Background: an optimization exercise with open tools, aiming at small area, a short achievable clock period and few clock cycles. Do not read the settings as production practice.
No functional check of the RTL was part of any run shown here.

==> flow/design.v, too long to show whole: its modules and the start of the top module <==
// module mul: 2929 lines
module mul (
    input wire clk,
    input wire rst_n,
    input wire [32-1:0] multiplicand_i,
    input wire [32-1:0] multiplier_i,
    input wire                       valid_in,
    input wire                       ctrl_ready_i,
    input wire [                3:0] op_i,
    input wire [ 5-1:0] reg_waddr_i,
    input wire [3-1:0] commit_id_i,
    output reg [32-1:0] result_o,
    output reg                       valid_o,
    output reg [ 5-1:0] reg_waddr_o,
    output reg [3-1:0] commit_id_o
);
  // ...
==> flow/flow/run.sh <==
#!/bin/bash
set -o pipefail
bash standard.sh SETUP_SLACK_MARGIN=5.5 finish > standard_flow.log 2>&1
==> flow/standard.sh <==
#!/bin/bash
# synth_recipe.tcl (not shown) runs the flow's synth.tcl, then flattens the netlist and writes it again
# the make line also repeats each setting of config.mk as NAME=value (left out here)
make -C /OpenROAD-flow-scripts/flow DESIGN_CONFIG=/design/flow/config.mk WORK_HOME=/design/flow/orfs CLKGATE_MAP_FILE= SYNTH_SCRIPT=/design/flow/synth_recipe.tcl "${@:-finish}"
==> flow/config.mk <==
export PLATFORM = sky130hd
export DESIGN_NAME = mul
export DESIGN_NICKNAME = mul
export VERILOG_FILES = /design/flow/design.v
export SDC_FILE = /design/flow/constraint.sdc
export NUM_CORES = 4
export LEC_CHECK = 0
export ABC_CLOCK_PERIOD_IN_PS = 2800
export CAP_MARGIN = 20
export CORE_MARGIN = 2
export CORE_UTILIZATION = 40
export PLACE_DENSITY = 0.65
export SETUP_SLACK_MARGIN = 5
export SLEW_MARGIN = 20
export TNS_END_PERCENT = 100
==> flow/constraint.sdc <==
create_clock -name core_clock -period 10.0 [get_ports {clk}]
set_input_delay 2.0000 -clock core_clock [delete_from_list [all_inputs] [get_ports {clk}]]
set_output_delay 2.0000 -clock core_clock [all_outputs]
set_load 0.01 [all_outputs]
==> impl_results.md, run 1 <==
- Top FF cell, synth: edfxtp_1
- Biggest register: a
- Std cell rows: 100
- Synth Area in Simple Gates: 0.0521
- Worst Slack Setup Final: 3590 ps
- Final ANT Viol Nets: 0
- Hold Crit Start: commit_id_s1[1]
- Placed cell areas: 32400 um2
- Placed wire-length estimate: 71.8 mm
- Clock Path Buffers: 2
- Area growth, synth to finish: 17.6%
- Layout cell share with drive strength beyond 1: 0.158
- Critical Path Sink: result_o[30]
- Final Wtd Congestion: 0.941
- Tmin final: between 6000 and 7000 ps
- Layout Cells excl Fill: 4104
- Largest regs: a x33, result_o x32
- Status: timing/DRC/antenna clean
- Clock skew: 25.0 ps
- CP Launch Point: a[27]
- GRT met1 Usage: 0.362
- Number of DRC markers in iteration 0: 3554
- GR Util met2: 0.437
- Initial antenna violation count: 5
==> run 2, diff against run 1 <==
--- a/flow/design.v
+++ b/flow/design.v
@@ -24,38 +24,21 @@
     wire [34:0] bx = {b_sext, b_sext, multiplier_i, 1'b0};   
     wire [16:0] one_d, two_d, neg_d;
     genvar g;
     generate for (g = 0; g < 17; g = g + 1) begin : enc
         assign neg_d[g] = bx[2*g+2] & ~(bx[2*g+1] & bx[2*g]);
         assign one_d[g] = bx[2*g+1] ^ bx[2*g];
         assign two_d[g] = (bx[2*g+2] & ~bx[2*g+1] & ~bx[2*g]) | (~bx[2*g+2] & bx[2*g+1] & bx[2*g]);
     end endgenerate
-    reg [32:0] a;
-    reg        hi_s1, valid_s1;
-    reg [5-1:0]  reg_waddr_s1;
-    reg [3-1:0] commit_id_s1;
-    wire [16:0] one, two, neg;
-    reg [16:0] one_s1, two_s1, neg_s1;
-    assign one = one_s1;
-    assign two = two_s1;
-    assign neg = neg_s1;
-    always @(posedge clk) begin
-        if (!rst_n) valid_s1 <= 1'b0;
-        else if (en) valid_s1 <= valid_in;
-        if (en) begin
-            a            <= a_d;
-            one_s1       <= one_d;
-            two_s1       <= two_d;
-            neg_s1       <= neg_d;
-            hi_s1        <= hi_d;
-            reg_waddr_s1 <= reg_waddr_i;
-            commit_id_s1 <= commit_id_i;
-        end
-    end
+    wire [32:0] a = a_d;
+    wire [16:0] one = one_d, two = two_d, neg = neg_d;
+    wire        hi_s1 = hi_d, valid_s1 = valid_in;
+    wire [5-1:0]  reg_waddr_s1 = reg_waddr_i;
+    wire [3-1:0] commit_id_s1 = commit_id_i;
     wire pp0_0;
     wire pp0_1;
     wire pp0_2;
     wire pp0_3;
     wire pp0_4;
     wire pp0_5;
     wire pp0_6;
     wire pp0_7;
==> flow/run.sh (new file) <==
#!/bin/bash
# synth_recipe.tcl (not shown) runs the flow's synth.tcl, then flattens the netlist and writes it again
# the make line also repeats each setting of config.mk as NAME=value (left out here)
make -C /OpenROAD-flow-scripts/flow DESIGN_CONFIG=/design/flow/config.mk WORK_HOME=/design/flow/orfs CLKGATE_MAP_FILE= SYNTH_SCRIPT=/design/flow/synth_recipe.tcl finish
==> flow/config.mk (replaced) <==
export PLATFORM = sky130hd
export DESIGN_NAME = mul
export DESIGN_NICKNAME = mul
export VERILOG_FILES = /design/flow/design.v
export SDC_FILE = /design/flow/constraint.sdc
export NUM_CORES = 4
export LEC_CHECK = 0
export ABC_CLOCK_PERIOD_IN_PS = 5000
export CAP_MARGIN = 20
export CORE_MARGIN = 2
export CORE_UTILIZATION = 40
export PLACE_DENSITY = 0.65
export SETUP_SLACK_MARGIN = 3
export SLEW_MARGIN = 20
export TNS_END_PERCENT = 100
removed: flow/flow/run.sh
removed: flow/standard.sh
==> run 2 against run 1 <==
Against the previous run: critical path depth grew 3; clock skew shrank 25 ps; non-clock buffer count grew 211; final cell count grew 0.22%; synthesized area shrank 9.5%; die area shrank 9.4%; still clean on timing, DRC and antenna.
==> impl_results.md, run 2 <==
- Syn Nets: around 3.7k
- WP data arrival: about 8000 ps
- Slowest CP cell: fa_1
- Status: timing/DRC/antenna clean
- Compound-gate portion of the synthesized area: 0.211
- Number of DRC markers in iteration 0: 3019 (-15%)
- Final hold vios: 0
- Std cell rows: 95 (-5.0%)
- Final setup fails: 0
- Routed len/inst: around 27 um
- Top FF cell, synth: edfxtp_1
- Final Wtd Congestion: 0.968 (+2.9%)
- Synth Area in Simple Gates: 0.0658 (+0.0137)
- FMAX: 125 MHz
- Largest regs: result_o x32, reg_waddr_o x5, commit_id_o x3
- Io pins: 121
- Peak per-stage delay on the critical path: just under 600 ps
- Initial Utilization: 0.406
- Worst path most repeated cell: fa_1
- Clock transition at path regs: 60 ps
- Top-count cell post-synth: fa_1
- Slew Viols, Final: 0
- Via Count: roughly 25k
- Largest net degree at the start of global routing: 52
- Ys async rst share: 0
- Layout Cells excl Fill: 4113 (+0.22%)
- H-tree Lvls: 2
- Post-synthesis sequential area ratio: 0.0446
- Initial antenna violation count: 3 (-2)
- Largest family of logic cells by synthesized area: adder cells
- Die height: 266 um
- Root Driver: clkbuf_16
- Max-capacitance violation count: 0
- Max-slew headroom: 0.373
- Slew @ Worst Pin: 941 ps
- Placed insts: 3832
- # nets final: approximately 3.9k
- Biggest register: result_o
- Vias in the first global route: 26.1k
- Final Util: 0.520
- Yosys warning count: 1
- Final ANT Viol Nets: 0 (unchanged)
- Leading area contributor after synthesis: fa_1
- # diodes: 0
- Top cells by count, synth: fa_1 (469), a22oi_1 (465), xor2_1 (378), clkbuf_1 (278), inv_1 (261)
- Count of unique library cells instantiated by Yosys: 88
- Largest register FFs: 32
- Post-Syn Area per Cell: around 9 um2
- Drc violations: 0
- Mux cell area share after synthesis: 0.00219
- CTS tree: yes
- Most frequent cells in the layout: a22oi_1 (399), fa_1 (390), xor2_1 (373), buf_4 (302), inv_1 (245)
- Worst Path Max Fanout: 7
- Post-synthesis adder-cell area fraction: 0.403
- Netlist Area Pre-Place: 27400 um2
- Global-route usage over all layers: 0.307
- Setup crit end kind: register
- First-pass GRT wire length: 166 mm
- Tmin final: 8000 ps (+1590 ps)
- Seq cells post-synth: 41
- Crit path kind: input pin to register
- Critical Path Start Type: input pin
- Filler Cell Count: 5960
- EDFF count, synth: 40
- # port buffers: 120
- Clock skew: 0 ps (-25.0 ps)
- WHS: between 500 and 600 ps
- Synth top area share: 0.343
- CP Data Required Time: between 10000 and 15000 ps
- Cts bufs inserted: 5
- Core Area: 67400 um2
- Placed wire-length estimate: 73.9 mm (+3.0%)
- Setup Total Neg Slack: 0 ps
- RSZ-0062 raised after global routing: yes
- Die area: a little over 70000 um2
- Post-DR vias/cell: 6.17
- Clock latency on the worst-skew pair: between 200 and 300 ps
- Cell count after synthesis: 3025
- Leading cell type in the layout, fill and taps excluded: a22oi_1
- Worst Hold Class: register to register
- Final Routed Wirelength: approximately 110 mm
- Clk sinks: 41
- Clock Path Buffers: 2 (unchanged)
- Die Wd: 266 um
- Gr ovfl total: 0
- DRT Pass-1 Iters: 7
- Area growth, synth to finish: 28.1%
- Layout cell share with drive strength beyond 1: 0.271 (+0.113)
- Post-Synth XOR/XNOR Area: 0.190
- Tcrit/Tclk final: 0.800
- Synth area leaders: fa_1 (34%), a22oi_1 (13%), xor2_1 (12%), xnor2_1 (6.9%), ha_1 (5.9%)
==> run 2: what timing repair did <==
action                     4_1_cts  5_1_grt
gates cloned                    17        0
setup endpoints to repair       32       32
hold buffers                     0        0
resized for setup              537      115
buffers inserted               204       53
hold endpoints to repair         0        0
pin swaps                      200      143
==> run 2: cells by family after synthesis <==
logic type               after synthesis
adder cells (fa/ha/maj)              599
other                                  1
flip-flops                            41
XOR/XNOR                             594
multiplexers                           6
AO/OA/AOI/OAI                        811
buffers and inverters                602
AND/OR/NAND/NOR                      371
==> run 2: worst max-delay path: cells and delay by family <==
family / cells / cell delay (ps)
AOI/OAI and AO/OA: 5 / 760
xor gates and xnor gates: 1 / 230
adders and majority gates: 7 / 3140
buffers and inverters: 7 / 890
and+or+nand+nor: 5 / 990
==> run 2: path summary, 6_finish.rpt <==
path	from	to	slack (ps)	cells after the start
max reg2reg	valid_o	valid_o	9410	2
min reg2reg	valid_o	valid_o	520	2
max	multiplier_i[5]	result_o[27]	2000	25
min	valid_o	valid_o	520	2
==> run 2: metrics by stage <==
stage	setup WS [ps]	area, um2
final	2000	35100
after CTS	2040	34300
after detailed placement	679	30400
after floorplan	2300	28700
after global routing	1820	35100
after global placement	786	30400
==> run 2: layout make-up <==
class	count	area [um2]	area share
tap	873	1090	0.0312
sequential	41	1220	0.0348
clock buffer	6	129	0.00368
multi-input combinational	2382	26000	0.742
inverter	264	1000	0.0285
timing repair buffer	546	5610	0.160
clock inverter	1	3.75	0.000107
==> run 2: routing by layer <==
layer,track usage,share of wire,vias up
li1,-,-,10600
met1,0.406,0.38,12500
met2,0.470,0.43,1798
met3,0.0718,0.12,407
met4,0.154,0.066,4
met5,0,0.00025,-

## what the ideal ports hide
No port has a modelled driver above. Below, the same layouts with a new extraction and two added sets of constraints.
Step 1 assumes that a clkbuf_16 drives the clock port and a buf_2 every other input.
Step 2, shift: input delay + t, output delay - t, t = (earliest + latest rising clock arrival at the registers) / 2. This alone moves slack from input paths to output paths.
a / b / c = ideal ports / drivers / drivers and shift; a / b = the first two.
run | t, ns | slack for setup (ns) | worst register clock-pin slew, ns
run 1 | 0.557 | 3.590 / 3.590 / 3.590 | 0.09 / 0.09
run 2 | 0.305 | 2.004 / 2.008 / 1.702 | 0.06 / 0.06
After both steps setup and hold are still met in every run listed. The setup slack of run 2, which loses most, moves by +0.004 ns with the drivers and by -0.302 ns with both steps.
